Background: an optimization exercise with open tools, aiming at small area, a short achievable clock period and few clock cycles. Do not read the settings as production practice. In this exercise RTL edits were held to simulation tests only and were not proved equivalent to the original. Power and IR drop assume default switching activity.

`run.sh`:
```
#!/bin/bash
# synth_recipe.tcl (not shown) runs the flow's synth.tcl, then flattens the netlist and writes it again
# the make line also repeats each setting of config.mk as NAME=value (left out here)
make -C /OpenROAD-flow-scripts/flow DESIGN_CONFIG=/design/flow/config.mk WORK_HOME=/design/flow/orfs CLKGATE_MAP_FILE= SYNTH_SCRIPT=/design/flow/synth_recipe.tcl finish
```
`config.mk`:
```
export PLATFORM = sky130hd
export DESIGN_NAME = mips_core
export DESIGN_NICKNAME = mips_core
export VERILOG_FILES = /design/flow/design.v
export SDC_FILE = /design/flow/constraint.sdc
export NUM_CORES = 4
export LEC_CHECK = 0
export ABC_CLOCK_PERIOD_IN_PS = 4000
export CAP_MARGIN = 20
export CORE_MARGIN = 2
export CORE_UTILIZATION = 35
export PLACE_DENSITY = 0.5
export SETUP_SLACK_MARGIN = 5
export SLEW_MARGIN = 20
export TNS_END_PERCENT = 5
```
`constraint.sdc`:
```
create_clock -name core_clock -period 9.5 [get_ports {clk}]
set_input_delay 1.9000 -clock core_clock [delete_from_list [all_inputs] [get_ports {clk}]]
set_output_delay 1.9000 -clock core_clock [all_outputs]
set_load 0.01 [all_outputs]
```
`design.v`:
```
`timescale 1ns / 1ps
module mips_core(
    input wire clk,
    input wire rst,
    output wire[31:0] imem_addr,
    input wire[31:0] imem_rdata,
    output wire[31:0] dmem_addr,
    input wire[31:0] dmem_rdata,
    output wire[31:0] dmem_wdata,
    output wire[3:0] dmem_we
    );
reg [11:0] pc;               
reg        e_we;             
reg [4:0]  e_rd;
reg        e_movz;
reg        e_add, e_clz, e_load;
reg [3:0]  e_lut;            
reg        e_srl, e_sll, e_sra;
reg        e_lw, e_lb;
reg        e_store, e_sb;
reg        e_beq, e_bne, e_bgtz, e_jimm, e_jr;
reg [11:0] e_imm;            
reg [31:0] a;                
reg [31:0] b;                
reg [31:0] s;                
reg [3:0]  st_we;
reg [31:2] st_addr;
reg [31:0] st_data;
wire [31:0] rf [0:31];
assign rf[0] = 32'b0;
integer i;
wire [31:0] sum = a + b;
function [31:0] rev32(input [31:0] x);
    integer k;
    for (k = 0; k < 32; k = k + 1) rev32[k] = x[31-k];
endfunction
wire [4:0]  shamt = e_imm[10:6];
wire        sh_f = e_sra & b[31];
wire [31:0] sh0 = e_sll ? rev32(b) : b;
wire [31:0] sh1 = shamt[0] ? {{1{sh_f}},  sh0[31:1]}  : sh0;
wire [31:0] sh2 = shamt[1] ? {{2{sh_f}},  sh1[31:2]}  : sh1;
wire [31:0] sh3 = shamt[2] ? {{4{sh_f}},  sh2[31:4]}  : sh2;
wire [31:0] sh4 = shamt[3] ? {{8{sh_f}},  sh3[31:8]}  : sh3;
wire [31:0] sh_r = shamt[4] ? {{16{sh_f}}, sh4[31:16]} : sh4;
wire [15:0] z1; wire [15:0] c1;
wire [7:0]  z2; wire [15:0] c2;
wire [3:0]  z3; wire [11:0] c3;
wire [1:0]  z4; wire [7:0]  c4;
wire        z5; wire [4:0]  c5;
genvar g;
generate
    for (g = 0; g < 16; g = g + 1) begin : clz1
        assign z1[g] = ~a[2*g+1] & ~a[2*g];
        assign c1[g] = ~a[2*g+1];
    end
    for (g = 0; g < 8; g = g + 1) begin : clz2
        assign z2[g] = z1[2*g+1] & z1[2*g];
        assign c2[2*g+1:2*g] = z1[2*g+1] ? {1'b1, c1[2*g]} : {1'b0, c1[2*g+1]};
    end
    for (g = 0; g < 4; g = g + 1) begin : clz3
        assign z3[g] = z2[2*g+1] & z2[2*g];
        assign c3[3*g+2:3*g] = z2[2*g+1] ? {1'b1, c2[4*g+1:4*g]} : {1'b0, c2[4*g+3:4*g+2]};
    end
    for (g = 0; g < 2; g = g + 1) begin : clz4
        assign z4[g] = z3[2*g+1] & z3[2*g];
        assign c4[4*g+3:4*g] = z3[2*g+1] ? {1'b1, c3[6*g+2:6*g]} : {1'b0, c3[6*g+5:6*g+3]};
    end
endgenerate
assign z5 = z4[1] & z4[0];
assign c5 = z4[1] ? {1'b1, c4[3:0]} : {1'b0, c4[7:4]};
wire [5:0] clz = z5 ? 6'd32 : {1'b0, c5};
reg [31:0] lg;
always @(*)
    for (i = 0; i < 32; i = i + 1) lg[i] = e_lut[{a[i], b[i]}];
wire [12:0] pc_inc = {1'b0, pc} + 13'd1;
wire [31:0] alu =
      ({32{e_add}}   & sum)
    | lg
    | ({32{e_srl | e_sra}} & sh_r)
    | ({32{e_sll}}   & rev32(sh_r))
    | ({32{e_clz}}   & {26'b0, clz});
reg [7:0] ld_byte;
wire st_hit = (st_addr[11:2] == sum[11:2]);
wire [3:0] fwd = st_we & {4{st_hit}};
wire [31:0] mem_word = {fwd[3] ? st_data[31:24] : dmem_rdata[31:24],
                        fwd[2] ? st_data[23:16] : dmem_rdata[23:16],
                        fwd[1] ? st_data[15:8]  : dmem_rdata[15:8],
                        fwd[0] ? st_data[7:0]   : dmem_rdata[7:0]};
always @(*) begin
    case (sum[1:0])
        2'd0: ld_byte = mem_word[7:0];
        2'd1: ld_byte = mem_word[15:8];
        2'd2: ld_byte = mem_word[23:16];
        default: ld_byte = mem_word[31:24];
    endcase
end
wire [31:0] ld = e_lw ? mem_word : {{24{e_lb & ld_byte[7]}}, ld_byte};
wire [31:0] wb = e_load ? ld : alu;
wire wen = e_we & ~(e_movz & (|b));
assign dmem_addr = {st_addr[31:12], e_load ? sum[11:0] : {st_addr[11:2], 2'b00}};
assign dmem_wdata = st_data;
assign dmem_we = e_load ? 4'b0000 : st_we;
wire [3:0] st_we_next = ~e_store ? 4'b0000 :
                        ~e_sb ? 4'b1111 : (4'b0001 << sum[1:0]);
wire eq = (a == b);
wire taken = (e_beq & eq) | (e_bne & ~eq) | (e_bgtz & ~a[31] & (|a))
           | e_jimm | e_jr;
wire [11:0] target = e_jimm ? e_imm : e_jr ? a[13:2] : (pc + e_imm);
wire [11:0] pc_next = taken ? target : pc_inc[11:0];
assign imem_addr = {18'b0, pc, 2'b00};
wire [31:0] ins = imem_rdata;
wire [5:0]  op = ins[31:26];
wire [5:0]  fn = ins[5:0];
wire [4:0]  rs = ins[25:21];
wire [4:0]  rt = ins[20:16];
wire [4:0]  rd = ins[15:11];
wire isr     = (op == 6'h00);
wire d_addu  = isr & (fn == 6'h21);
wire d_and   = isr & (fn == 6'h24);
wire d_or    = isr & (fn == 6'h25);
wire d_xor   = isr & (fn == 6'h26);
wire d_nor   = isr & (fn == 6'h27);
wire d_sll   = isr & (fn == 6'h00);
wire d_srl   = isr & (fn == 6'h02);
wire d_sra   = isr & (fn == 6'h03);
wire d_jr    = isr & (fn == 6'h08);
wire d_movz  = isr & (fn == 6'h0A);
wire d_clz   = (op == 6'h1C) & (fn == 6'h20);
wire d_addiu = (op == 6'h09);
wire d_andi  = (op == 6'h0C);
wire d_ori   = (op == 6'h0D);
wire d_xori  = (op == 6'h0E);
wire d_lui   = (op == 6'h0F);
wire d_lw    = (op == 6'h23);
wire d_lb    = (op == 6'h20);
wire d_lbu   = (op == 6'h24);
wire d_sw    = (op == 6'h2B);
wire d_sb    = (op == 6'h28);
wire d_beq   = (op == 6'h04);
wire d_bne   = (op == 6'h05);
wire d_bgtz  = (op == 6'h07);
wire d_j     = (op == 6'h02);
wire d_jal   = (op == 6'h03);
wire d_shift = d_sll | d_srl | d_sra;
wire d_load  = d_lw | d_lb | d_lbu;
wire d_store = d_sw | d_sb;
wire d_wr_rd = d_addu | d_and | d_or | d_xor | d_nor | d_shift | d_movz | d_clz;
wire d_wr_rt = d_addiu | d_andi | d_ori | d_xori | d_lui | d_load;
wire [4:0] d_dst = d_jal ? 5'd31 : d_wr_rd ? rd : rt;
wire d_we = (d_wr_rd | d_wr_rt | d_jal) & (d_dst != 5'd0);
wire d_sext = d_addiu | d_load | d_store;
wire d_zext = d_andi | d_ori | d_xori;
wire [12:0] d_link = {1'b0, pc} + 13'd2;
wire [31:0] d_imm = d_jal  ? {17'b0, d_link, 2'b00} :
                    d_lui  ? {ins[15:0], 16'b0} :
                    d_zext ? {16'b0, ins[15:0]} :
                             {{16{ins[15]}}, ins[15:0]};
wire d_useimm = d_sext | d_zext | d_lui | d_jal;
wire [3:0] d_lut = (d_and | d_andi) ? 4'b1000 :
                   (d_or | d_ori)   ? 4'b1110 :
                   (d_xor | d_xori) ? 4'b0110 :
                   d_nor            ? 4'b0001 :
                   d_movz           ? 4'b1100 :
                   (d_lui | d_jal)  ? 4'b1010 : 4'b0000;
wire [31:0] sel_rs = 32'd1 << rs;
wire [31:0] sel_rt = 32'd1 << rt;
reg  [31:0] rf_rs, rf_rt;
always @(*) begin
    rf_rs = 32'b0;
    rf_rt = 32'b0;
    for (i = 1; i < 32; i = i + 1) begin
        rf_rs = rf_rs | ({32{sel_rs[i]}} & rf[i]);
        rf_rt = rf_rt | ({32{sel_rt[i]}} & rf[i]);
    end
end
wire [31:0] rsv = (wen && e_rd == rs) ? wb : rf_rs;
wire [31:0] rtv = (wen && e_rd == rt) ? wb : rf_rt;
always @(posedge clk) if (e_store) begin
    st_addr <= sum[31:2];
    st_data <= e_sb ? {4{s[7:0]}} : s;
end
always @(posedge clk) begin
    a <= rsv;
    b <= d_useimm ? d_imm : rtv;
    s <= rtv;
    e_rd <= d_dst;
    e_imm <= ins[11:0];
    e_lw <= d_lw;
    e_lb <= d_lb;
    e_sb <= d_sb;
    e_sll <= d_sll;
    e_srl <= d_srl;
    e_sra <= d_sra;
end
generate
    for (g = 1; g < 32; g = g + 1) begin : gpr
        reg [31:0] q;
        always @(posedge clk)
            if (wen && e_rd == g) q <= wb;
        assign rf[g] = q;
    end
endgenerate
always @(posedge clk or posedge rst) begin
    if (rst) begin
        pc <= 12'd0;
        st_we <= 4'b0000;
        e_we <= 1'b0;
        e_movz <= 1'b0;
        {e_add, e_clz, e_load} <= 3'b0;
        e_lut <= 4'b0000;
        {e_store, e_beq, e_bne, e_bgtz, e_jimm, e_jr} <= 6'b0;
    end else begin
        pc <= pc_next;
        if (e_store | ~e_load) st_we <= st_we_next;
        e_we <= d_we;
        e_movz <= d_movz;
        e_add <= d_addu | d_addiu;
        e_lut <= d_lut;
        e_clz <= d_clz;
        e_load <= d_load;
        e_store <= d_store;
        e_beq <= d_beq;
        e_bne <= d_bne;
        e_bgtz <= d_bgtz;
        e_jimm <= d_j | d_jal;
        e_jr <= d_jr;
    end
end
endmodule
```
==> results.txt, run 1 <==
highest routing layer actually used=met5; Max Clock Skew=40.5 ps; Cell Pwr Density=a little over 200 mW/mm^2; Seq. cell area=approximately 0.035 mm^2; met2 wire length=roughly 130 mm; vias in the first global route=about 47000; Leakage Power=22.9 nW; clock buffer count from CTS=between 100 and 150; Post-Synthesis Cells=4392; ys flop type=edfxtp_1; Peak Freq=200 MHz; DRC violations left=0; Synth-to-Final Area Change=20.4%; Crit Path Category=reg -> reg; largest area contributor in the netlist=edfxtp_1; post-route minimum period=4990 ps; area fraction of the dominant cell type after synthesis=between 50 and 60%; register area share after synthesis=61.0%; Final Wtd Congestion=0.995; cts hold-fix bufs=0; Post-Route WL=~310 mm; syn avg cell area=approximately 13 um^2; unrepaired setup endpoints after global routing=true; routed length on met3=47.8 mm; GRT overflow=0; met1 WL=105 mm; critical path launch point type=flip-flop; Post-Layout Cell Count=6926; initial antenna violation count=14; TritonCTS clock tree=done; reg2reg setup slack=4510 ps; H-tree lvl count=4; Worst Path Required=roughly 10000 ps; I/O Pins=approximately 170; DP Worst Slack=between 3000 and 4000 ps; Hold WS=450 ps; Clock transition at path regs=60 ps; Worst R2R Path Depth=15; first-pass GRT wire length=411 mm; top-count cell post-synth=edfxtp_1; Worst-Margin Slew=1210 ps; Max transition margin=19.2%; post-route ant nets=0; Net count, final=4742; CP Max Fanout=16; pin count of the biggest net entering global routing=61; Cell variety after synth=95; Worst EP arrival=5450 ps; layout cell share with drive strength beyond 1=between 10% and 20%; Final Hold Fails=0; die area=0.166 mm^2; post-synthesis register bit count=between 1000 and 1500; row count=148; number of synthesized flops with an enable pin=1054; core area=0.162 mm^2; Buffers on Ports=roughly 150; endpoints failing setup=0; Fillers=between 10000 and 15000; Final WS setup=4510 ps; clock tree buffer depth=3; Max Slew Vio Count=0; Cell Area, Synth=between 0.05 and 0.06 mm^2; CTS Sinks=1204; cell count after placement=6545; initial core utilization=35.2%; Die Y-Extent=408 um; Worst Setup End Kind=flip-flop; run status=finished clean; Cells on Worst Hold Path=0; Final Cycle Share=52.6%; Root Buffer=clkbuf_16; DR WL/cell=45.2 um; area of the multi-input gates=0.0221 mm^2; HPWL after DPL=181 mm; post-route setup TNS=0 ps; synth cell count leaders=1054 x edfxtp_1, 517 x a22oi_1, 289 x clkbuf_1; Warnings, synthesis=1; first-pass detailed-route iteration total=12; Hold Path Class=reg -> reg; vias per cell=7.23; peak supply drop=between 0.1 and 0.15 mV; MaxCap Viol Count=0; main area contributors after synthesis=edfxtp_1 55%, a22oi_1 6.8%, dfxtp_1 4.2%; via count=50100; latest clock arrival within the worst-skew pair=just over 800 ps; total track usage=36.1%; asr flop ratio synth=2.57%; Die X=408 um; Iteration-0 DRC Markers=10500
[path summary, 6_finish.rpt]
path | from | to
max reg2reg | a[1]$_DFF_P_ | gpr[17].q[31]$_DFFE_PP_
min in group asynchronous | rst | e_jimm$_DFF_PP0_
max in group asynchronous | rst | e_store$_DFF_PP0_
min reg2reg | s[2]$_DFF_P_ | st_data[2]$_DFFE_PP_
min | s[2]$_DFF_P_ | st_data[2]$_DFFE_PP_
max | a[1]$_DFF_P_ | gpr[17].q[31]$_DFFE_PP_
[cell type report]
type                            count  share of cell area, %
Sequential cell                  1204                   50.8
Multi-Input combinational cell   2762                   32.2
Timing Repair Buffer              445                   5.98
Clock buffer                      169                   5.32
Tap cell                         2175                   3.96
Clock inverter                     77                   1.22
Inverter                           77                  0.443
Timing Repair inverter              5                 0.0510
Antenna cell                       12                 0.0437
[layout by cell type, fill, tap and decap left out, drive strengths merged, types with 42 or more instances in the layout]
cell type	netlist	layout
mux2i	81	81
buf	83	299
inv	74	79
nor3	42	42
mux4	78	78
ha	44	44
xnor2	48	48
a221oi	216	216
dfxtp	119	119
a22o	195	195
clkdlybuf4s50	0	129
a222oi	65	65
nor2	279	280
a22oi	518	518
edfxtp	1054	1054
o21ai	139	139
nand2	154	154
nand4	132	132
clkinv	3	50
a21oi	126	126
nand3	129	129
clkbuf	289	179
[worst max-delay path, cell delays in order (launching register included)]
cell	delay (ps)
dfxtp_4	370
ha_4	250
a211oi_4	300
o21ai_2	130
a31o_1	260
buf_4	140
buf_4	130
nor3_1	430
o21ai_0	460
o311ai_2	530
nand2_1	230
mux2i_1	260
a221o_1	400
o21ai_1	120
buf_4	280
clkinvlp_4	330
[report_power, final]
group / total (mW) / switching [mW] / internal, mW
Sequential: 6.21 / 0.264 / 5.94
Combinational: 2.55 / 1.60 / 0.950
Clock: 5.41 / 2.34 / 3.06
Total: 14.2 / 4.21 / 9.96
[state kept, by name, indices dropped and copies added (netlist names), 4 cells and up]
| register | count |
|---|---|
| a | 32 |
| b | 32 |
| e_imm | 12 |
| e_lut | 4 |
| e_rd | 5 |
| gpr.q | 992 |
| pc | 12 |
| s | 32 |
| st_addr | 30 |
| st_data | 32 |
| st_we | 4 |
[routing by layer]
layer	track usage, %	vias up
met4	25.2	15
met2	53.1	5208
met5	0	-
met1	43.4	24700
li1	-	18600
met3	13.9	1582
[per-stage QoR]
step / area, um^2 / util (%) / power (mW)
final: 68700 / 42.3 / 14.2
after global routing: 68600 / 42.3 / 14.5
after detailed placement: 61900 / 38.2 / 8.46
after floorplan: 57100 / - / 7.44
after global placement: 61900 / 38.1 / 8.46
after CTS: 67500 / 41.6 / 14.0
[logic make-up (layout without fill, tap and decap cells)]
group           count (synthesis)  count (layout)  share of synthesized area, %
buf+inv                       449             773                          3.29
other cells                     1              32                       0.00658
simple gates                  943             944                          8.31
xor+xnor                       74              74                          1.22
flops                        1204            1204                          61.0
compound gates               1481            1484                          19.9
fa+ha+maj                      46              46                          1.04
mux                           194             194                          5.19
[timing repair]
| action | 4_1_cts | 5_1_grt |
|---|---|---|
| setup endpoints to repair | 1105 | 1062 |
| cloned | 7 | 6 |
| pin swaps | 43 | 31 |
| resized for setup | 151 | 137 |
| buffers inserted | 58 | 51 |
Testbench counts, summed over its fixed seeds: cycles 68,379.
==> run 2, diff against run 1 <==
--- a/design.v
+++ b/design.v
@@ -81,5 +81,10 @@
     | ({32{e_clz}}   & {26'b0, clz});
 reg [7:0] ld_byte;
-wire st_hit = (st_addr[11:2] == sum[11:2]);
+wire [11:0] hk = {st_addr[11:2], 2'b00};
+wire [11:0] hx = a[11:0] ^ b[11:0];
+wire [11:0] hc = (a[11:0] & b[11:0]) | (hx & ~hk);    
+wire        hc1 = (a[1] & b[1]) | (hx[1] & a[0] & b[0]);
+wire [11:2] hm = hx[11:2] ^ hk[11:2] ^ {hc[10:2], hc1};
+wire st_hit = ~(|hm);
 wire [3:0] fwd = st_we & {4{st_hit}};
 wire [31:0] mem_word = {fwd[3] ? st_data[31:24] : dmem_rdata[31:24],
--- a/config.mk
+++ b/config.mk
@@ -10,4 +10,5 @@
 export CORE_MARGIN = 2
 export CORE_UTILIZATION = 35
+export CTS_BUF_LIST = sky130_fd_sc_hd__clkbuf_4 sky130_fd_sc_hd__clkbuf_8
 export PLACE_DENSITY = 0.5
 export SETUP_SLACK_MARGIN = 5
==> run 2 against run 1 <==
Compared with the run above:
- register-to-register slack gained 30 ps
- die area grew 2.4%
- still clean
- highest routed layer unchanged
- largest power group unchanged
- wire length grew 5.2%
- non-clock buffer count shrank 24
- largest cell class unchanged
- setup slack lost 130 ps
- global-route usage grew 1.4 points
- clock skew grew 25 ps
- combinational power grew 4%
==> results.txt, run 2 <==
Die Y-Extent=413 um (was 408 um); HPWL after DPL=193 mm (was 181 mm); Die X=413 um (was 408 um); Net count, final=4995 (was 4742); syn avg cell area=12.6 um^2 (was 13.0 um^2); CP Max Fanout=4 (was 16); most common cell after layout, fill and taps aside=edfxtp_1 (unchanged); Max transition margin=12.5% (was 19.2%); critical path launch point type=flip-flop (unchanged); Max Slew Vio Count=0 (unchanged); endpoints failing setup=0 (unchanged); first-pass detailed-route iteration total=12 (unchanged); total chip power=13.8 mW (was 14.2 mW); pin count of the biggest net entering global routing=64 (was 61); DP Worst Slack=3060 ps (was 3310 ps); GRT overflow=0 (unchanged); placed cell areas=0.0633 mm^2 (was 0.0619 mm^2); Final WS setup=4380 ps (was 4510 ps); via count=52900 (was 50100); number of synthesized flops with an enable pin=1054 (unchanged); commonest non-fill, non-tap cells in the layout=1054 x edfxtp_1, 666 x a22oi_1, 261 x buf_4 (was 1054 x edfxtp_1, 517 x a22oi_1, 249 x buf_4); Iteration-0 DRC Markers=10700 (was 10500); Leakage Power=23.3 nW (was 22.9 nW); clock buffer count from CTS=199 (was 135); Crit Path Category=reg -> out (was reg -> reg); Post-Synthesis Cells=4620 (was 4392); main area contributors after synthesis=edfxtp_1 54%, a22oi_1 8.6%, dfxtp_1 4.1% (was edfxtp_1 55%, a22oi_1 6.8%, dfxtp_1 4.2%); vias in the first global route=49400 (was 46700); latest clock arrival within the worst-skew pair=960 ps (was 820 ps); Clock transition at path regs=60 ps (about the same); initial antenna violation count=25 (was 14); asr flop ratio synth=2.57% (unchanged); Post-Route WL=329 mm (was 313 mm); post-route setup TNS=0 ps (unchanged); Peak Freq=195 MHz (was 200 MHz); core area=0.165 mm^2 (was 0.162 mm^2); Cell variety after synth=88 (was 95); clock tree buffer depth=3 (unchanged); fin area=0.0690 mm^2 (was 0.0687 mm^2); post-route minimum period=5120 ps (was 4990 ps); run status=finished clean (unchanged); first-pass GRT wire length=434 mm (was 411 mm); Post-Layout Cell Count=7242 (was 6926); Buffers on Ports=145 (unchanged); unrepaired setup endpoints after global routing=true (unchanged); TritonCTS clock tree=done (unchanged); peak supply drop=0.145 mV (was 0.118 mV); post-route ant nets=0 (unchanged); Max Clock Skew=65.2 ps (was 40.5 ps); ys flop type=edfxtp_1 (unchanged); top-count cell post-synth=edfxtp_1 (unchanged); Synth-to-Final Area Change=18.1% (was 20.4%); Root Buffer=clkbuf_8 (was clkbuf_16); synth cell count leaders=1054 x edfxtp_1, 666 x a22oi_1, 294 x clkbuf_1 (was 1054 x edfxtp_1, 517 x a22oi_1, 289 x clkbuf_1); DR WL/cell=45.4 um (was 45.2 um); Worst EP arrival=3220 ps (was 5450 ps); Final Wtd Congestion=1.00 (was 0.995); total track usage=37.5% (was 36.1%); Cells on Worst Hold Path=0 (unchanged); H-tree lvl count=4 (unchanged); row count=149 (was 148); Hold WS=436 ps (was 450 ps); largest area contributor in the netlist=edfxtp_1 (unchanged); die area=0.170 mm^2 (was 0.166 mm^2); vias per cell=7.30 (was 7.23); post-synthesis register bit count=1204 (unchanged); Largest Register=gpr.q (unchanged); Crit-path slowest cell=dfxtp_4 (was o311ai_2); MaxCap Viol Count=0 (unchanged); cell count after placement=6762 (was 6545); Worst-Margin Slew=1300 ps (was 1210 ps); CTS Sinks=1204 (unchanged); Final Hold Fails=0 (unchanged); Layout Utilization=41.7% (was 42.3%); layout cell share with drive strength beyond 1=20.3% (was 19.2%); Cell Area, Synth=0.0584 mm^2 (was 0.0570 mm^2); Worst Setup End Kind=output port (was flip-flop); I/O Pins=166 (unchanged); Final Cycle Share=53.9% (was 52.6%); max reg flops=992 (unchanged); Cell Pwr Density=200 mW/mm^2 (was 206 mW/mm^2); initial core utilization=35.3% (was 35.2%); Worst R2R Path Depth=9 (was 15); Warnings, synthesis=1 (unchanged); area fraction of the dominant cell type after synthesis=54.2% (was 55.5%); register area share after synthesis=59.6% (was 61.0%); DRC violations left=0 (unchanged); Largest stage delay, worst path=360 ps (was 530 ps); CP Cell Sequence=ha_4, a211oi_2, o21bai_2, o211a_4, or2_4, xor2_4, mux2_4, buf_6 (was ha_4, a211oi_4, o21ai_2, a31o_1, buf_4, buf_4, nor3_1, o21ai_0, o311ai_2, nand2_1, mux2i_1, a221o_1, o21ai_1, buf_4, clkinvlp_4); Hold Path Class=reg -> reg (unchanged); Worst Path Required=7600 ps (was 9960 ps)
-- run 2: cell count changes after synthesis, sizes merged, moves of 19 or more --
cell    delta
a22oi    +148
a221oi    -89
nand2     +77
a22o      -72
nor3      +41
mux4      +20
nor2      -19
-- run 2: kinds of logic (layout without fill, tap and decap cells) --
kind of cell	after synthesis	count (layout)	share of synthesized area, %
AOI/OAI and AO/OA	1546	1546	20.0
xor gates and xnor gates	73	73	1.12
adders and majority gates	55	55	1.32
buffers and inverters	466	863	3.15
DFF	1204	1204	59.6
muxes	212	212	5.79
other	1	36	0.00642
and+or+nand+nor	1063	1064	9.04
-- run 2: final timing paths --
kind	slack [ps]	end	start
max reg2reg	4540	gpr[31].q[14]$_DFFE_PP_	b[13]$_DFF_P_
max	4380	dmem_addr[11]	b[1]$_DFF_P_
min	440	st_data[4]$_DFFE_PP_	s[4]$_DFF_P_
max in group asynchronous	7730	e_store$_DFF_PP0_	rst
min reg2reg	440	st_data[4]$_DFFE_PP_	s[4]$_DFF_P_
min in group asynchronous	1390	e_we$_DFF_PP0_	rst
-- run 2: repair_timing --
| item | in CTS | in global routing |
|---|---|---|
| setup endpoints to repair | 1160 | 969 |
| hold endpoints to repair | 0 | 0 |
| setup buffers | 79 | 19 |
| cloned | 1 | 1 |
| gates resized for setup | 166 | 51 |
| hold buffers | 0 | 0 |
| pin swaps | 32 | 21 |
-- run 2: worst max-delay path: cells and delay by family (launching register included) --
family	cells	cell delay [ps]
simple gates	1	340
xor+xnor	1	190
buf+inv	1	130
compound gates	3	740
mux	1	300
fa+ha+maj	1	250
flops	1	360
-- run 2: per-layer routing --
metal  part of all wire [%]  global-route usage [%]  routed length [um]  vias up
met5                  0.073                   0.254                 241        -
met2                     42                    55.2              137000     5645
met1                     34                    45.2              112000    26000
met3                     15                    14.8               49800     1678
met4                    9.0                    25.6               29600       18
li1                       -                       -                   -    19500
-- run 2: cell type report --
class                           instances  area (um^2)
Fill cell                           15300        96300
Sequential cell                      1204        34900
Multi-Input combinational cell       2970        23200
Timing Repair Buffer                  421         3620
Clock buffer                          264         3320
Tap cell                             2189         2740
Clock inverter                        100          885
Inverter                               77          298
Antenna cell                           16         40.0
Timing Repair inverter                  1         5.00
-- run 2: power breakdown --
part / switching, mW / internal, mW / total [mW] / leakage (nW)
clock: 2.32 / 2.61 / 4.93 / 2.18
sequential: 0.292 / 5.95 / 6.24 / 11.1
combinational: 1.70 / 0.960 / 2.66 / 10.0
Testbench counts of run 2, summed over its fixed seeds: cycles 68,379.
==> run 3, diff against run 2 <==
--- a/config.mk
+++ b/config.mk
@@ -10,7 +10,6 @@
 export CORE_MARGIN = 2
 export CORE_UTILIZATION = 35
-export CTS_BUF_LIST = sky130_fd_sc_hd__clkbuf_4 sky130_fd_sc_hd__clkbuf_8
 export PLACE_DENSITY = 0.5
 export SETUP_SLACK_MARGIN = 5
 export SLEW_MARGIN = 20
-export TNS_END_PERCENT = 5
+export TNS_END_PERCENT = 25
==> run 3 against run 2 <==
Compared with the run above:
- core utilization increased by 0.68 points
- sequential cell count unchanged
- critical path type unchanged
- cell area increased by 1.6%
- critical endpoint unchanged
- still clean on timing, DRC and antenna
==> results.txt, run 3 <==
ys flop type=edfxtp_1 (unchanged); endpoints failing setup=0 (unchanged); Warnings, synthesis=1 (unchanged); core area=0.165 mm^2 (unchanged); Max transition margin=18.4% (was 12.5%); H-tree lvl count=4 (unchanged); I/O Pins=166 (unchanged); fin area=0.0702 mm^2 (was 0.0690 mm^2); Hold Path Class=reg -> reg (unchanged); met2 wire length=138 mm (was 137 mm); critical path launch point type=flip-flop (unchanged); Post-Layout Cell Count=7164 (was 7242); simple-gate share of the synthesized area=9.04% (unchanged); CP Cell Sequence=ha_4, a211oi_2, o21bai_2, o211a_4, or2_4, xor2_4, mux2_4, buf_6 (unchanged); clock power share=38.7% (was 35.7%); top-count cell post-synth=edfxtp_1 (unchanged); via count=53100 (was 52900); Final Cycle Share=52.9% (was 53.9%); Crit Path Category=reg -> out (unchanged); pin count of the biggest net entering global routing=64 (unchanged); initial antenna violation count=19 (was 25); sequential fraction of design power=42.6% (was 45.1%); MaxCap Viol Count=0 (unchanged); TritonCTS clock tree=done (unchanged); vias in the first global route=49000 (was 49400); total track usage=37.6% (was 37.5%); asr flop ratio synth=2.57% (unchanged); multiplexer area fraction after synthesis=5.79% (unchanged); Net Sw Frac=30.3% (was 31.2%); Worst Setup End Kind=output port (unchanged); Cell Area, Synth=0.0584 mm^2 (unchanged); Max Clock Skew=80.3 ps (was 65.2 ps); first-pass GRT wire length=434 mm (about the same); clock tree buffer depth=3 (unchanged); routed length on met3=50.1 mm (was 49.8 mm); main area contributors after synthesis=edfxtp_1 54%, a22oi_1 8.6%, dfxtp_1 4.1% (unchanged); Post-Route WL=332 mm (was 329 mm); highest routing layer actually used=met5 (unchanged); largest family of logic cells by synthesized area=compound AO/OA/AOI/OAI gates (unchanged); post-route setup TNS=0 ps (unchanged); Fillers=15100 (was 15300); number of synthesized flops with an enable pin=1054 (unchanged); XOR/XNOR share of the synthesized area=1.12% (unchanged); peak supply drop=0.197 mV (was 0.145 mV); Max Slew Vio Count=0 (unchanged); post-route minimum period=5030 ps (was 5120 ps); top cell family by delay on the critical path=compound AO/OA/AOI/OAI gates (unchanged); Root Buffer=clkbuf_16 (was clkbuf_8); post-route ant nets=0 (unchanged); Crit-path slowest cell=dfxtp_4 (unchanged); synth cell count leaders=1054 x edfxtp_1, 666 x a22oi_1, 294 x clkbuf_1 (unchanged); commonest non-fill, non-tap cells in the layout=1054 x edfxtp_1, 666 x a22oi_1, 272 x buf_4 (was 1054 x edfxtp_1, 666 x a22oi_1, 261 x buf_4); Internal=10.2 mW (was 9.52 mW); met1 WL=113 mm (was 112 mm); latest clock arrival within the worst-skew pair=830 ps (was 960 ps); Cell Pwr Density=208 mW/mm^2 (was 200 mW/mm^2); Buf/Inv on CP=1 (unchanged); DRC violations left=0 (unchanged); largest area contributor in the netlist=edfxtp_1 (unchanged); most common cell after layout, fill and taps aside=edfxtp_1 (unchanged); Worst Path Required=7600 ps (about the same); DR WL/cell=46.3 um (was 45.4 um); Largest stage delay, worst path=360 ps (about the same); post-synthesis register bit count=1204 (unchanged); placed cell areas=0.0633 mm^2 (unchanged); HPWL after DPL=193 mm (unchanged); Net count, final=4961 (was 4995); run status=finished clean (unchanged); Largest Register=gpr.q (unchanged); Die X=413 um (unchanged); unrepaired setup endpoints after global routing=true (unchanged); cell count after placement=6762 (unchanged); Psw=4.42 mW (was 4.32 mW); Buffers on Ports=145 (unchanged); CP Max Fanout=4 (unchanged); Peak Freq=199 MHz (was 195 MHz); Leakage Power=23.7 nW (was 23.3 nW); first-pass detailed-route iteration total=15 (was 12); vias per cell=7.41 (was 7.30); GRT overflow=0 (unchanged); max reg flops=992 (unchanged); die area=0.170 mm^2 (unchanged); Iteration-0 DRC Markers=10900 (was 10700); initial core utilization=35.3% (unchanged); Synth-to-Final Area Change=20.1% (was 18.1%); Final Wtd Congestion=1.00 (unchanged); area fraction of the dominant cell type after synthesis=54.2% (unchanged); Die Y-Extent=413 um (unchanged); syn avg cell area=12.6 um^2 (unchanged); CTS Sinks=1204 (unchanged); cts hold-fix bufs=0 (unchanged); Clock transition at path regs=50 ps (was 60 ps); row count=149 (unchanged); Comb pwr share=18.7% (was 19.3%); Post-Synthesis Cells=4620 (unchanged); clock buffer count from CTS=136 (was 199); layout cell share with drive strength beyond 1=19.5% (was 20.3%); Final Hold Fails=0 (unchanged); Worst-Margin Slew=1220 ps (was 1300 ps); Cell variety after synth=88 (unchanged); Synth Area in Compound Gates=20.0% (unchanged); Post-Synth Adder-Cell Area=1.32% (unchanged); Worst EP arrival=3130 ps (was 3220 ps); register area share after synthesis=59.6% (unchanged)
[run 3: cell count changes in the layout (fill, tap and decap cells not counted), moves of 7 or more]
cell / delta
clkbuf_8: -211
clkbuf_16: +140
clkbuf_4: -50
clkbuf_1: +27
clkinv_1: -24
buf_4: +11
bufinv_16: +8
clkdlybuf4s50_1: -8
buf_12: +7
buf_6: +7
clkinv_2: -7
[run 3: power by group through the flow]
| stage | Sequential [mW] | Combinational, mW | Clock [mW] |
|---|---|---|---|
| global placement | 6.37 | 2.28 | 0 |
| floorplan | 6.17 | 1.38 | 0 |
| CTS | 6.22 | 2.53 | 5.65 |
| finish | 6.23 | 2.73 | 5.66 |
| global route | 6.24 | 2.81 | 5.87 |
| detailed placement | 6.37 | 2.28 | 0 |
[run 3: worst reg2reg max path: stages, from the launching register on]
cell	delay [ps]
dfxtp_4	560
buf_8	470
mux4_2	680
mux2_2	290
mux2i_1	340
o21ai_0	240
o211ai_1	670
a31o_2	510
inv_1	540
[run 3: metal layers]
metal,vias to the layer above,track usage (%)
li1,19400,-
met1,26300,45.6
met2,5669,55.1
met3,1689,14.4
met4,12,26.0
met5,-,0.452
[run 3: worst paths after layout]
check | from | end | slack (ps) | cells past startpoint
worst min-delay path | s[5]$_DFF_P_ | st_data[5]$_DFFE_PP_ | 440 | 0
worst min register to register | s[5]$_DFF_P_ | st_data[5]$_DFFE_PP_ | 440 | 0
max in group asynchronous | rst | e_store$_DFF_PP0_ | 7600 | 3
worst max-delay path | b[1]$_DFF_P_ | dmem_addr[11] | 4470 | 8
worst max register to register | e_imm[8]$_DFF_P_ | gpr[31].q[6]$_DFFE_PP_ | 4780 | 8
min in group asynchronous | rst | pc[4]$_DFF_PP0_ | 1530 | 3
[run 3: area by class of cell]
cell class	instances	area [um^2]	share of cell area [%]
Clock buffer	168	3600	5.13
Sequential cell	1204	34900	49.8
Inverter	77	303	0.432
Timing Repair Buffer	448	3990	5.68
Antenna cell	20	50.0	0.0713
Timing Repair inverter	1	5.00	0.00713
Clock inverter	85	1150	1.64
Multi-Input combinational cell	2972	23400	33.4
Tap cell	2189	2740	3.90
[run 3: kinds of logic after synthesis]
kind of cell | Yosys count
other | 1
multiplexers | 212
buffers and inverters | 466
adder cells (fa/ha/maj) | 55
XOR/XNOR | 73
AND/OR/NAND/NOR | 1063
AO/OA/AOI/OAI | 1546
flip-flops | 1204
[run 3: stage by stage]
stage	util (%)	hold WS, ps	setup slack, ps	power, mW
2_1_floorplan	-	408	4410	7.55
3_3_place_gp	38.3	419	3140	8.65
4_1_cts	42.0	431	4490	14.4
6_report	42.4	437	4470	14.6
5_1_grt	42.4	460	4480	14.9
3_5_place_dp	38.3	419	3060	8.65
[run 3: repair_timing]
action,4_1_cts,5_1_grt
resized for setup,206,82
pin swaps,41,24
buffers inserted,90,32
setup endpoints to repair,1161,457
gates cloned,1,4
==> run 4, diff against run 3 <==
--- a/design.v
+++ b/design.v
@@ -19,5 +19,6 @@
 reg        e_lw, e_lb;
 reg        e_store, e_sb;
-reg        e_beq, e_bne, e_bgtz, e_jimm, e_jr;
+reg        e_beq, e_bne, e_bgtz, e_jimm, e_jr, e_jal;
+reg [11:0] la;               
 reg [11:0] e_imm;            
 reg [31:0] a;                
@@ -81,10 +82,5 @@
     | ({32{e_clz}}   & {26'b0, clz});
 reg [7:0] ld_byte;
-wire [11:0] hk = {st_addr[11:2], 2'b00};
-wire [11:0] hx = a[11:0] ^ b[11:0];
-wire [11:0] hc = (a[11:0] & b[11:0]) | (hx & ~hk);    
-wire        hc1 = (a[1] & b[1]) | (hx[1] & a[0] & b[0]);
-wire [11:2] hm = hx[11:2] ^ hk[11:2] ^ {hc[10:2], hc1};
-wire st_hit = ~(|hm);
+wire st_hit = (la[11:2] == st_addr[11:2]);
 wire [3:0] fwd = st_we & {4{st_hit}};
 wire [31:0] mem_word = {fwd[3] ? st_data[31:24] : dmem_rdata[31:24],
@@ -93,5 +89,5 @@
                         fwd[0] ? st_data[7:0]   : dmem_rdata[7:0]};
 always @(*) begin
-    case (sum[1:0])
+    case (la[1:0])
         2'd0: ld_byte = mem_word[7:0];
         2'd1: ld_byte = mem_word[15:8];
@@ -103,5 +99,5 @@
 wire [31:0] wb = e_load ? ld : alu;
 wire wen = e_we & ~(e_movz & (|b));
-assign dmem_addr = {st_addr[31:12], e_load ? sum[11:0] : {st_addr[11:2], 2'b00}};
+assign dmem_addr = {st_addr[31:12], e_load ? la : {st_addr[11:2], 2'b00}};
 assign dmem_wdata = st_data;
 assign dmem_we = e_load ? 4'b0000 : st_we;
@@ -181,4 +177,6 @@
 wire [31:0] rsv = (wen && e_rd == rs) ? wb : rf_rs;
 wire [31:0] rtv = (wen && e_rd == rt) ? wb : rf_rt;
+wire [11:0] d_base = (e_jal && rs == 5'd31) ? b[11:0] : rf_rs[11:0];
+wire d_hold = d_load & wen & (e_rd == rs) & ~e_jal;
 always @(posedge clk) if (e_store) begin
     st_addr <= sum[31:2];
@@ -188,4 +186,5 @@
     a <= rsv;
     b <= d_useimm ? d_imm : rtv;
+    la <= d_base + d_imm[11:0];
     s <= rtv;
     e_rd <= d_dst;
@@ -214,5 +213,12 @@
         {e_add, e_clz, e_load} <= 3'b0;
         e_lut <= 4'b0000;
-        {e_store, e_beq, e_bne, e_bgtz, e_jimm, e_jr} <= 6'b0;
+        {e_store, e_beq, e_bne, e_bgtz, e_jimm, e_jr, e_jal} <= 7'b0;
+    end else if (d_hold) begin
+        if (e_store | ~e_load) st_we <= st_we_next;
+        e_we <= 1'b0;
+        e_movz <= 1'b0;
+        {e_add, e_clz, e_load} <= 3'b0;
+        e_lut <= 4'b0000;
+        {e_store, e_beq, e_bne, e_bgtz, e_jimm, e_jr, e_jal} <= 7'b0;
     end else begin
         pc <= pc_next;
@@ -230,4 +236,5 @@
         e_jimm <= d_j | d_jal;
         e_jr <= d_jr;
+        e_jal <= d_jal;
     end
 end
--- a/config.mk
+++ b/config.mk
@@ -13,3 +13,3 @@
 export SETUP_SLACK_MARGIN = 5
 export SLEW_MARGIN = 20
-export TNS_END_PERCENT = 25
+export TNS_END_PERCENT = 100
==> run 4 against run 3 <==
Compared with the run above:
- still clean on timing, DRC and antenna
- largest cell class unchanged
- register-to-register slack gained 110 ps
- fmax grew 5.8%
- clock skew shrank 37 ps
==> results.txt, run 4 <==
Hold Path Class=reg -> reg (unchanged); run status=finished clean (unchanged); initial core utilization=35.1% (was 35.3%); Warnings, synthesis=1 (unchanged); Worst Setup End Kind=flip-flop (was output port); clock tree buffer depth=3 (unchanged); cell count after placement=7332 (was 6762); critical path launch point type=input port (was flip-flop); GRT overflow=0 (unchanged); number of synthesized flops with an enable pin=1054 (unchanged); Worst-Margin Slew=1160 ps (was 1220 ps); Synth Area in Compound Gates=19.5% (was 20.0%); H-tree lvl count=4 (unchanged); Largest Register=gpr.q (unchanged); register area share after synthesis=57.5% (was 59.6%); Worst Path Required=10190 ps (was 7600 ps); Buffers on Ports=145 (unchanged); CP Max Fanout=24 (was 4); Peak Freq=211 MHz (was 199 MHz); via count=55900 (was 53100); main area contributors after synthesis=edfxtp_1 52%, a22oi_1 11%, dfxtp_1 4.3% (was edfxtp_1 54%, a22oi_1 8.6%, dfxtp_1 4.1%); met3 Use GR=13.7% (was 14.4%); Worst R2R Path Depth=8 (unchanged); post-route setup TNS=0 ps (unchanged); cts hold-fix bufs=0 (unchanged); Final Cycle Share=50.0% (was 52.9%); first-pass GRT wire length=479 mm (was 434 mm); core area=0.174 mm^2 (was 0.165 mm^2); crit path from=imem_rdata[25] (was b[1]$_DFF_P_); pin count of the biggest net entering global routing=63 (was 64); reg2reg setup slack=4890 ps (was 4780 ps); Final Hold Fails=0 (unchanged); Cell Pwr Density=201 mW/mm^2 (was 208 mW/mm^2); vias in the first global route=52300 (was 49000); Hold WS=433 ps (was 437 ps); CP Capture Point=la[10]$_DFF_P_ (was dmem_addr[11]); HPWL after DPL=233 mm (was 193 mm); Leakage Power=25.1 nW (was 23.7 nW); Root Buffer=clkbuf_16 (unchanged); Post-Layout Cell Count=7766 (was 7164); grt met2 use=59.9% (was 55.1%); top-count cell post-synth=edfxtp_1 (unchanged); clock buffer count from CTS=138 (was 136); RR Endpoint=a[9]$_DFF_P_ (was gpr[31].q[6]$_DFFE_PP_); largest area contributor in the netlist=edfxtp_1 (unchanged); peak supply drop=0.191 mV (was 0.197 mV); Clock transition at path regs=70 ps (was 50 ps); Post-Route WL=369 mm (was 332 mm); CTS Sinks=1217 (was 1204); Crit Path Category=in -> reg (was reg -> out); Cell variety after synth=105 (was 88); largest family of logic cells by synthesized area=compound AO/OA/AOI/OAI gates (unchanged); multiplexer area fraction after synthesis=6.31% (was 5.79%); busiest grt layer=met2 (unchanged); Critical R2R Launch=a[5]$_DFF_P_ (was e_imm[8]$_DFF_P_); Net count, final=5436 (was 4961); Max Slew Vio Count=0 (unchanged); most common cell after layout, fill and taps aside=edfxtp_1 (unchanged); asr flop ratio synth=2.63% (was 2.57%); synth cell count leaders=1054 x edfxtp_1, 858 x a22oi_1, 370 x nand2_1 (was 1054 x edfxtp_1, 666 x a22oi_1, 294 x clkbuf_1); I/O Pins=166 (unchanged); first-pass detailed-route iteration total=13 (was 15); Die X=422 um (was 413 um); Fillers=16200 (was 15100); simple-gate share of the synthesized area=10.8% (was 9.04%); total track usage=39.8% (was 37.6%); TritonCTS clock tree=done (unchanged); max reg flops=992 (unchanged); Max Clock Skew=42.9 ps (was 80.3 ps); initial antenna violation count=28 (was 19); Worst EP arrival=5440 ps (was 3130 ps); Post-Synth Adder-Cell Area=1.23% (was 1.32%); commonest non-fill, non-tap cells in the layout=1054 x edfxtp_1, 848 x a22oi_1, 366 x nand2_1 (was 1054 x edfxtp_1, 666 x a22oi_1, 272 x buf_4); Die Y-Extent=422 um (was 413 um); post-route minimum period=4750 ps (was 5030 ps); Synth-to-Final Area Change=19.8% (was 20.1%); MaxCap Viol Count=0 (unchanged); Iteration-0 DRC Markers=10500 (was 10900); die area=0.178 mm^2 (was 0.170 mm^2); DR WL/cell=47.5 um (was 46.3 um); Post-Synthesis Cells=5033 (was 4620); row count=153 (was 149); Cells on Worst Hold Path=0 (unchanged); met1 Use GR=46.0% (was 45.6%); Cell Area, Synth=0.0610 mm^2 (was 0.0584 mm^2); Final Wtd Congestion=1.02 (was 1.00); post-synthesis register bit count=1217 (was 1204); latest clock arrival within the worst-skew pair=830 ps (about the same); vias per cell=7.20 (was 7.41); ys flop type=edfxtp_1 (unchanged); Max transition margin=21.6% (was 18.4%); endpoints failing setup=0 (unchanged); DRC violations left=0 (unchanged); area fraction of the dominant cell type after synthesis=51.9% (was 54.2%); post-route ant nets=0 (unchanged); unrepaired setup endpoints after global routing=true (unchanged); XOR/XNOR share of the synthesized area=1.06% (was 1.12%); syn avg cell area=12.1 um^2 (was 12.6 um^2); layout cell share with drive strength beyond 1=19.4% (was 19.5%)
[run 4: cell count changes after synthesis, moves of 17 or more]
cell / change
a22oi_1: +192
nand2_1: +140
a22o_1: -94
a221oi_1: -88
mux2_2: +56
nor3_1: +37
buf_2: +36
buf_4: +34
and3_1: +31
clkbuf_1: -22
mux2i_1: -19
nor2_1: +19
a21oi_1: -18
buf_1: -17
[run 4: per-layer routing]
metal  share of wire (%)  vias to the layer above
met4                  10                       14
met5               0.090                        -
li1                    -                    20900
met1                  34                    27600
met2                  43                     5616
met3                  13                     1831
[run 4: worst min-delay path by stage]
stage	start	to	slack [ps]
after floorplan	s[6]$_DFF_P_	st_data[6]$_DFFE_PP_	410
after global placement	s[2]$_DFF_P_	st_data[2]$_DFFE_PP_	420
after detailed placement	s[5]$_DFF_P_	st_data[5]$_DFFE_PP_	420
after CTS	s[7]$_DFF_P_	st_data[7]$_DFFE_PP_	430
after global routing	s[5]$_DFF_P_	st_data[5]$_DFFE_PP_	450
final	s[1]$_DFF_P_	st_data[1]$_DFFE_PP_	430
[run 4: layout make-up]
type / count / area [um^2] / share of cell area, %
Sequential cell: 1217 / 35100 / 48.0
Multi-Input combinational cell: 3329 / 25100 / 34.3
Timing Repair Buffer: 544 / 5070 / 6.93
Clock buffer: 173 / 3660 / 5.00
Tap cell: 2325 / 2910 / 3.98
Clock inverter: 73 / 907 / 1.24
Inverter: 82 / 313 / 0.428
Antenna cell: 23 / 57.6 / 0.0787
[run 4: critical path: stages]
cell and delay, ps:
buf_12 130, nand3b_1 180, buf_6 150, buf_4 120, buf_4 130, nor2_4 440
buf_6 540, a22oi_1 190, nand2_1 110, nor3_1 130, a31oi_1 290, ha_1 290
nand2b_1 170, nor3_1 70, a2111oi_2 400, o311ai_2 160
[run 4: logic make-up after synthesis]
group / Yosys count
buf+inv: 512
xor+xnor: 74
mux: 250
fa+ha+maj: 58
other cells: 1
flops: 1217
simple gates: 1336
compound gates: 1585
[run 4: what timing repair did]
item / CTS / global route
cloned: 3 / 3
resized for setup: 149 / 66
endpoints found under the setup margin: 664 / 356
pin swaps: 43 / 31
setup buffers: 114 / 42
[run 4: per-stage QoR]
step           worst slack (ps)  power (mW)  area, um^2  utilization, %
6_report                   4750        14.7       73100            42.1
5_1_grt                    4700        15.0       73100            42.1
4_1_cts                    4690        14.5       72300            41.7
3_5_place_dp               2520        9.07       66300            38.2
3_3_place_gp               2550        9.08       66300            38.2
2_1_floorplan              4320        7.74       61400               -
[run 4: power breakdown]
part	switching (mW)	internal, mW	leakage, nW
combinational	1.89	0.969	11.7
sequential	0.343	6.01	11.2
clock	2.39	3.10	2.19
Testbench counts of run 4, summed over its fixed seeds: cycles 68,489.
==> run 5, diff against run 4 <==
--- a/config.mk
+++ b/config.mk
@@ -13,3 +13,3 @@
 export SETUP_SLACK_MARGIN = 5
 export SLEW_MARGIN = 20
-export TNS_END_PERCENT = 100
+export TNS_END_PERCENT = 25
==> run 5 against run 4 <==
Compared with the run above:
- clock skew increased by 29 ps
- hold slack better by 11 ps
- synthesized cell count unchanged
- combinational power shrank 1%
- first-iteration DRC count rose by 7.6%
- sequential power hardly changed
- fmax decreased by 2.5%
- die area unchanged
- sequential cell count stayed put
- wire length shrank 2.2%
- total power down 0.19%
- clock power about the same
- largest cell class unchanged
- highest routed layer unchanged
==> results.txt, run 5 <==
syn avg cell area=12.1 um^2 (unchanged); Synth-to-Final Area Change=19.4% (was 19.8%); Crit-path slowest cell=a2111oi_1 (was buf_6); Worst Path Required=10120 ps (was 10190 ps); Final Wtd Congestion=1.07 (was 1.02); Largest Register=gpr.q (unchanged); ys flop type=edfxtp_1 (unchanged); Final Cycle Share=51.3% (was 50.0%); critical path launch point type=input port (unchanged); CP Cell Sequence=buf_8, or3b_4, buf_12, nor2_4, buf_4, a22oi_1, and4_1, nand4_1, or3_1, mux2_2, ha_1, nand2b_1, nor3_1, a2111oi_1, o311ai_2 (was buf_12, nand3b_1, buf_6, buf_4, buf_4, nor2_4, buf_6, a22oi_1, nand2_1, nor3_1, a31oi_1, ha_1, nand2b_1, nor3_1, a2111oi_2, o311ai_2); vias in the first global route=51700 (was 52300); CTS Sinks=1217 (unchanged); Leakage Power=25.0 nW (was 25.1 nW); Warnings, synthesis=1 (unchanged); GRT overflow=0 (unchanged); HPWL after DPL=230 mm (was 233 mm); Root Buffer=clkbuf_16 (unchanged); register area share after synthesis=57.5% (unchanged); Die X=422 um (unchanged); area fraction of the dominant cell type after synthesis=51.9% (unchanged); Worst EP arrival=5490 ps (was 5440 ps); main area contributors after synthesis=edfxtp_1 52%, a22oi_1 11%, dfxtp_1 4.3% (unchanged); max reg flops=992 (unchanged); first-pass detailed-route iteration total=14 (was 13); Buffers on Ports=145 (unchanged); row count=153 (unchanged); post-route ant nets=0 (unchanged); clock buffer count from CTS=138 (unchanged); Cell Area, Synth=0.0610 mm^2 (unchanged); I/O Pins=166 (unchanged); Worst Setup End Kind=flip-flop (unchanged); Die Y-Extent=422 um (unchanged); H-tree lvl count=4 (unchanged); commonest non-fill, non-tap cells in the layout=1054 x edfxtp_1, 843 x a22oi_1, 366 x nand2_1 (was 1054 x edfxtp_1, 848 x a22oi_1, 366 x nand2_1); DRC violations left=0 (unchanged); largest area contributor in the netlist=edfxtp_1 (unchanged); Largest stage delay, worst path=520 ps (was 540 ps); total chip power=14.7 mW (about the same); Max transition margin=14.7% (was 21.6%); Buf/Inv on CP=3 (was 5); post-route minimum period=4870 ps (was 4750 ps); asr flop ratio synth=2.63% (unchanged); pin count of the biggest net entering global routing=71 (was 63); endpoints failing setup=0 (unchanged); most common cell after layout, fill and taps aside=edfxtp_1 (unchanged); core area=0.174 mm^2 (unchanged); via count=55600 (was 55900); run status=finished clean (unchanged); initial antenna violation count=27 (was 28); total track usage=39.0% (was 39.8%); Max Slew Vio Count=0 (unchanged); Worst-Margin Slew=1270 ps (was 1160 ps); Max Clock Skew=71.8 ps (was 42.9 ps); synth cell count leaders=1054 x edfxtp_1, 858 x a22oi_1, 370 x nand2_1 (unchanged); Post-Synthesis Cells=5033 (unchanged); unrepaired setup endpoints after global routing=true (unchanged); Iteration-0 DRC Markers=11300 (was 10500); Clock transition at path regs=60 ps (was 70 ps); post-synthesis register bit count=1217 (unchanged); number of synthesized flops with an enable pin=1054 (unchanged); CP Max Fanout=19 (was 24); Peak Freq=205 MHz (was 211 MHz); Final Hold Fails=0 (unchanged); clock tree buffer depth=3 (unchanged); latest clock arrival within the worst-skew pair=830 ps (about the same); first-pass GRT wire length=472 mm (was 479 mm); peak supply drop=0.188 mV (was 0.191 mV); TritonCTS clock tree=done (unchanged); initial core utilization=35.1% (unchanged); DR WL/cell=46.6 um (was 47.5 um); Hold Path Class=reg -> reg (unchanged); Cell variety after synth=105 (unchanged); die area=0.178 mm^2 (unchanged); Cell Pwr Density=201 mW/mm^2 (about the same); Net count, final=5403 (was 5436); top-count cell post-synth=edfxtp_1 (unchanged); MaxCap Viol Count=0 (unchanged); vias per cell=7.18 (was 7.20); layout cell share with drive strength beyond 1=19.1% (was 19.4%); top cell family by delay on the critical path=simple AND/OR/NAND/NOR gates (unchanged); Post-Route WL=361 mm (was 369 mm); Crit Path Category=in -> reg (unchanged); post-route setup TNS=0 ps (unchanged)
run 5: cell count changes in the layout (fill, tap and decap cells not counted), moves of 4 or more:
cell and change:
a22oi_1 -5, diode_2 -4, buf_6 +15, clkinv_1 +5
a22oi_2 +5, clkbuf_16 +4, buf_12 -18, buf_4 -36
clkinv_2 +4
run 5: per-layer routing:
metal  wire length, um  global-route usage [%]  vias up
li1                  -                       -    20900
met1            123000                    46.2    27500
met2            153000                    57.6     5415
met3             47400                    13.8     1760
met4             36300                    30.4       24
met5               433                       0        -
run 5: where the power goes:
part           switching (mW)  total [mW]  internal [mW]  leakage, nW
clock network            2.40        5.50           3.10         2.22
logic                    1.86        2.82          0.958         11.5
registers               0.332        6.35           6.01         11.2
total                    4.59        14.7           10.1         25.0
run 5: worst reg2reg max path, stage by stage, from the launching register on:
cell	delay, ps
dfxtp_2	780
buf_4	490
nand2b_1	410
o22ai_1	400
nor3_1	80
nor4_1	1020
a221oi_1	280
a22oi_2	260
buf_4	390
o21a_1	350
mux2_2	210
run 5: path summary, 6_finish.rpt:
check	startpoint	endpoint	slack, ps	depth (start not counted)
worst max register to register	e_sll$_DFF_P_	b[5]$_DFF_P_	4780	10
worst max-delay path	imem_rdata[24]	la[10]$_DFF_P_	4630	15
worst min-delay path	s[2]$_DFF_P_	st_data[2]$_DFFE_PP_	440	0
worst min register to register	s[2]$_DFF_P_	st_data[2]$_DFFE_PP_	440	0
max in group asynchronous	rst	e_store$_DFF_PP0_	7350	3
min in group asynchronous	rst	pc[6]$_DFFE_PP0N_	1590	3
run 5: cell type report:
class                      count  area (um^2)
clock buffer                 172         3680
fill                       16200       101000
inverter                      82          313
clock inverter                80          923
antenna                       19         47.5
multi-input combinational   3326        25100
timing repair buffer         514         4800
sequential                  1217        35100
tap                         2325         2910
run 5: what timing repair did:
action,CTS,global route
pin swaps,40,38
setup buffers,100,38
setup endpoints to repair,610,117
cloned,3,3
hold buffers,0,0
resized for setup,137,82
run 5: cell families (layout without fill, tap and decap cells):
logic type,count (synthesis),count (layout),share of synthesized area [%]
compound gates,1585,1587,19.5
simple gates,1336,1337,10.8
flops,1217,1217,57.5
buf+inv,512,848,3.72
mux,250,250,6.31
xor+xnor,74,74,1.06
fa+ha+maj,58,58,1.23
other cells,1,39,0.00614
run 5: stage by stage:
step,setup WS (ps),cells,hold WS (ps),util [%],instance area [um^2]
2_1_floorplan,4320,5052,408,-,61400
3_3_place_gp,2470,7316,418,38.1,66100
3_5_place_dp,2450,7320,428,38.1,66200
4_1_cts,4700,7675,444,41.5,72000
5_1_grt,4580,7720,458,41.9,72800
6_report,4630,7735,444,42.0,72800
==> run 6, diff against run 5 <==
--- a/design.v
+++ b/design.v
@@ -104,6 +104,6 @@
 wire [3:0] st_we_next = ~e_store ? 4'b0000 :
                         ~e_sb ? 4'b1111 : (4'b0001 << sum[1:0]);
-wire eq = (a == b);
-wire taken = (e_beq & eq) | (e_bne & ~eq) | (e_bgtz & ~a[31] & (|a))
+wire lg_nz = |lg;
+wire taken = (e_beq & ~lg_nz) | (e_bne & lg_nz) | (e_bgtz & ~a[31] & lg_nz)
            | e_jimm | e_jr;
 wire [11:0] target = e_jimm ? e_imm : e_jr ? a[13:2] : (pc + e_imm);
@@ -160,7 +160,7 @@
 wire [3:0] d_lut = (d_and | d_andi) ? 4'b1000 :
                    (d_or | d_ori)   ? 4'b1110 :
-                   (d_xor | d_xori) ? 4'b0110 :
+                   (d_xor | d_xori | d_beq | d_bne) ? 4'b0110 :
                    d_nor            ? 4'b0001 :
-                   d_movz           ? 4'b1100 :
+                   (d_movz | d_bgtz) ? 4'b1100 :
                    (d_lui | d_jal)  ? 4'b1010 : 4'b0000;
 wire [31:0] sel_rs = 32'd1 << rs;
--- a/config.mk
+++ b/config.mk
@@ -10,6 +10,8 @@
 export CORE_MARGIN = 2
 export CORE_UTILIZATION = 35
+export CTS_CLUSTER_DIAMETER = 80
+export CTS_CLUSTER_SIZE = 24
 export PLACE_DENSITY = 0.5
 export SETUP_SLACK_MARGIN = 5
 export SLEW_MARGIN = 20
-export TNS_END_PERCENT = 25
+export TNS_END_PERCENT = 100
==> run 6 against run 5 <==
Compared with the run above:
- critical path type unchanged
- non-clock buffer count fell by 2
- clock-buffer cell count fell by 83
- sequential cell count did not move
- critical path depth rose by 3
- clock skew fell by 1.3 ps
- final cell count fell by 1.9%
- critical endpoint is now la[11]$_DFF_P_
- largest power group unchanged
- clock power fell by 28%
==> results.txt, run 6 <==
placed cell areas=0.0661 mm^2 (was 0.0662 mm^2); Seq. cell area=0.0351 mm^2 (unchanged); Cell variety after synth=89 (was 105); CP Max Fanout=10 (was 19); row count=153 (unchanged); Final WS setup=4700 ps (was 4630 ps); Net count, final=5317 (was 5403); routed length on met3=50.5 mm (was 47.4 mm); Root Buffer=clkbuf_16 (unchanged); via count=54800 (was 55600); Peak Freq=208 MHz (was 205 MHz); vias per cell=7.22 (was 7.18); Worst EP arrival=5460 ps (was 5490 ps); endpoints failing setup=0 (unchanged); vias in the first global route=51000 (was 51700); Post-Layout Cell Count=7587 (was 7735); DRC violations left=0 (unchanged); clock tree buffer depth=3 (unchanged); first-pass detailed-route iteration total=14 (unchanged); Crit-path slowest cell=or4_4 (was a2111oi_1); main area contributors after synthesis=edfxtp_1 52%, a22oi_1 10%, dfxtp_1 4.3% (was edfxtp_1 52%, a22oi_1 11%, dfxtp_1 4.3%); MaxCap Viol Count=0 (unchanged); initial antenna violation count=22 (was 27); syn avg cell area=12.2 um^2 (was 12.1 um^2); first-pass GRT wire length=465 mm (was 472 mm); crit path from=imem_rdata[22] (was imem_rdata[24]); cts hold-fix bufs=0 (unchanged); CP Cell Sequence=buf_12, nand2b_4, nor2_4, buf_12, a22oi_1, and4_1, nand4_1, or4_4, mux2_4, ha_4, a21o_1, a21oi_2, nor2b_2, o21ai_2, a211oi_2, nor2_1, a21oi_1, xnor2_1 (was buf_8, or3b_4, buf_12, nor2_4, buf_4, a22oi_1, and4_1, nand4_1, or3_1, mux2_2, ha_1, nand2b_1, nor3_1, a2111oi_1, o311ai_2); Post-Synth Adder-Cell Area=1.23% (about the same); Worst-Margin Slew=1180 ps (was 1270 ps); Max Clock Skew=70.5 ps (was 71.8 ps); Post-Synthesis Cells=5010 (was 5033); TritonCTS clock tree=done (unchanged); DR WL/cell=46.8 um (was 46.6 um); Final Wtd Congestion=1.04 (was 1.07); top-count cell post-synth=edfxtp_1 (unchanged); Comb pwr share=21.5% (was 19.2%); met1 WL=121 mm (was 123 mm); initial core utilization=35.1% (about the same); register area share after synthesis=57.6% (was 57.5%); DP Worst Slack=2440 ps (was 2450 ps); asr flop ratio synth=2.63% (unchanged); fin area=0.0711 mm^2 (was 0.0728 mm^2); layout cell share with drive strength beyond 1=17.9% (was 19.1%); Post-Route WL=355 mm (was 361 mm); Buffers on Ports=145 (unchanged); top cell family by delay on the critical path=simple AND/OR/NAND/NOR gates (unchanged); Die X=421 um (was 422 um); clock buffer count from CTS=80 (was 138); reg2reg setup slack=4980 ps (was 4780 ps); XOR/XNOR share of the synthesized area=1.06% (about the same); core area=0.173 mm^2 (was 0.174 mm^2); Synth Area in Compound Gates=19.2% (was 19.5%); Die Y-Extent=421 um (was 422 um); Largest Register=gpr.q (unchanged); Internal=8.79 mW (was 10.1 mW); unrepaired setup endpoints after global routing=true (unchanged); Final Hold Fails=0 (unchanged); Crit Path Category=in -> reg (unchanged); Buf/Inv on CP=2 (was 3); largest family of logic cells by synthesized area=compound AO/OA/AOI/OAI gates (unchanged); simple-gate share of the synthesized area=10.6% (was 10.8%); met2 wire length=149 mm (was 153 mm); post-route ant nets=0 (unchanged); start point of the worst hold path=s[5]$_DFF_P_ (was s[2]$_DFF_P_); Most common cell on crit path=buf_12; multiplexer area fraction after synthesis=6.68% (was 6.31%); clock power share=30.0% (was 37.5%); Fillers=16300 (was 16200); Cell Pwr Density=185 mW/mm^2 (was 201 mW/mm^2); Worst Setup End Kind=flip-flop (unchanged); I/O Pins=166 (unchanged); post-synthesis register bit count=1217 (unchanged); area fraction of the dominant cell type after synthesis=52.0% (was 51.9%); Max Slew Vio Count=0 (unchanged); cell count after placement=7291 (was 7320); number of synthesized flops with an enable pin=1054 (unchanged); Worst Path Required=10160 ps (was 10120 ps); commonest non-fill, non-tap cells in the layout=1054 x edfxtp_1, 828 x a22oi_1, 359 x nand2_1 (was 1054 x edfxtp_1, 843 x a22oi_1, 366 x nand2_1); Critical R2R Launch=la[11]$_DFF_P_ (was e_sll$_DFF_P_); total track usage=38.4% (was 39.0%); Layout Utilization=41.0% (was 42.0%); pin count of the biggest net entering global routing=71 (unchanged); HPWL after DPL=225 mm (was 230 mm); synth cell count leaders=1054 x edfxtp_1, 836 x a22oi_1, 364 x nand2_1 (was 1054 x edfxtp_1, 858 x a22oi_1, 370 x nand2_1); max reg flops=992 (unchanged); most common cell after layout, fill and taps aside=edfxtp_1 (unchanged); Clock transition at path regs=90 ps (was 60 ps); Final Cycle Share=50.6% (was 51.3%); total chip power=13.1 mW (was 14.7 mW); Hold WS=435 ps (was 444 ps); Warnings, synthesis=1 (unchanged); Synth-to-Final Area Change=16.8% (was 19.4%); Hold Path Class=reg -> reg (unchanged); die area=0.177 mm^2 (was 0.178 mm^2); post-route minimum period=4800 ps (was 4870 ps); Max transition margin=20.8% (was 14.7%); Leakage Power=24.2 nW (was 25.0 nW); largest area contributor in the netlist=edfxtp_1 (unchanged); run status=finished clean (unchanged); Net Sw Frac=33.1% (was 31.3%); highest routing layer actually used=met5 (unchanged); critical path launch point type=input port (unchanged); sequential fraction of design power=48.5% (was 43.3%); Largest stage delay, worst path=650 ps (was 520 ps); H-tree lvl count=3 (was 4); area of the multi-input gates=0.0249 mm^2 (was 0.0251 mm^2); Cell Area, Synth=0.0609 mm^2 (was 0.0610 mm^2); ys flop type=edfxtp_1 (unchanged); CTS Sinks=1217 (unchanged); GRT overflow=0 (unchanged); Psw=4.36 mW (was 4.59 mW); Iteration-0 DRC Markers=12000 (was 11300); peak supply drop=0.158 mV (was 0.188 mV); latest clock arrival within the worst-skew pair=760 ps (was 830 ps); post-route setup TNS=0 ps (unchanged)
==> run 6: changes by cell type after synthesis, moves of 19 or more <==
cell      change
buf_2        -22
nand3_1      -19
mux2i_1      +33
mux2_2       -20
nor2_1       -25
clkbuf_1     +20
a21oi_1      +28
a22oi_1      -22
==> run 6: cell type report <==
class	instances	area share (%)
diodes	12	0.0422
clock buffers	89	2.94
clock inverters	50	1.04
inverters	87	0.486
multi-input cells	3291	35.1
flip-flops and latches	1217	49.4
well taps	2325	4.09
repair buffers	512	6.93
repair inverters	4	0.0422
==> run 6: final timing paths <==
| check | endpoint | cells past startpoint |
|---|---|---|
| max in group asynchronous | e_store$_DFF_PP0_ | 3 |
| min reg2reg | st_data[5]$_DFFE_PP_ | 0 |
| min | st_data[5]$_DFFE_PP_ | 0 |
| max | la[11]$_DFF_P_ | 18 |
| max reg2reg | gpr[26].q[3]$_DFFE_PP_ | 9 |
| min in group asynchronous | e_we$_DFF_PP0_ | 3 |
==> run 6: layer usage <==
layer	up-vias	global-route usage, %
met5	-	0
met4	12	27.6
met3	1675	13.8
met2	5543	56.7
met1	27000	46.3
li1	20600	-
==> run 6: logic make-up after synthesis <==
family	Yosys count
muxes	269
DFF	1217
and+or+nand+nor	1293
adders and majority gates	58
xor gates and xnor gates	74
buffers and inverters	523
other	1
AOI/OAI and AO/OA	1575
==> run 6: power by group through the flow <==
stage	Sequential (mW)	Clock (mW)	Combinational, mW
5_1_grt	6.37	4.13	2.91
2_1_floorplan	6.28	0	1.52
3_5_place_dp	6.49	0	2.59
4_1_cts	6.36	3.95	2.68
3_3_place_gp	6.49	0	2.60
6_report	6.38	3.94	2.83
==> run 6: what timing repair did <==
item                                    CTS  global route
pin swaps                                73            27
endpoints found under the setup margin  806           337
gates resized for setup                 233            46
buffers inserted                        124             9
cloned                                    7             5
==> run 6: worst register-to-register path: cells and delay by family, from the launching register on <==
kind                      cells  cell delay (ps)
muxes                         1              350
buffers and inverters         2              880
xor gates and xnor gates      1              530
AOI/OAI and AO/OA             3             1400
DFF                           1              430
and+or+nand+nor               2              500
Testbench counts of run 6, summed over its fixed seeds: cycles 68,489.

[re-timing with driven ports]
No port has a modelled driver above. Below, the same layouts with a new extraction and two added sets of constraints.
Step 1 assumes that a clkbuf_16 drives the clock port and a buf_2 every other input.
Step 2 moves the port delays by t, midway between the first and last clock arrival at a register: inputs arrive t later, outputs are due t later. That takes back most of the time a late clock gives input paths.
Slacks: no drivers / after step 1 / after step 2; pairs: no drivers / after step 1.
| run | t (ns) | slack for setup (ns) | worst hold slack (ns) | worst data-port slew with drivers (ns) | pins driven straight from the clock port |
|---|---|---|---|---|---|
| run 1 | 0.881 | 4.507 / 4.507 / 3.922 | 0.450 / 0.450 / 0.450 | 0.11 | 1 |
| run 2 | 1.015 | 4.376 / 4.291 / 3.453 | 0.436 / 0.436 / 0.436 | 0.08 | 1 |
| run 3 | 0.874 | 4.474 / 4.391 / 3.951 | 0.437 / 0.437 / 0.437 | 0.08 | 1 |
| run 4 | 0.895 | 4.750 / 4.782 / 3.887 | 0.433 / 0.433 / 0.433 | 0.12 | 1 |
| run 5 | 0.878 | 4.628 / 4.543 / 3.665 | 0.444 / 0.444 / 0.444 | 0.18 | 1 |
| run 6 | 0.799 | 4.696 / 4.651 / 3.852 | 0.435 / 0.435 / 0.435 | 0.18 | 1 |
After both steps every run listed still meets setup and hold. The setup slack of run 5, which loses most, moves by -0.085 ns with the drivers and by -0.963 ns with both steps.
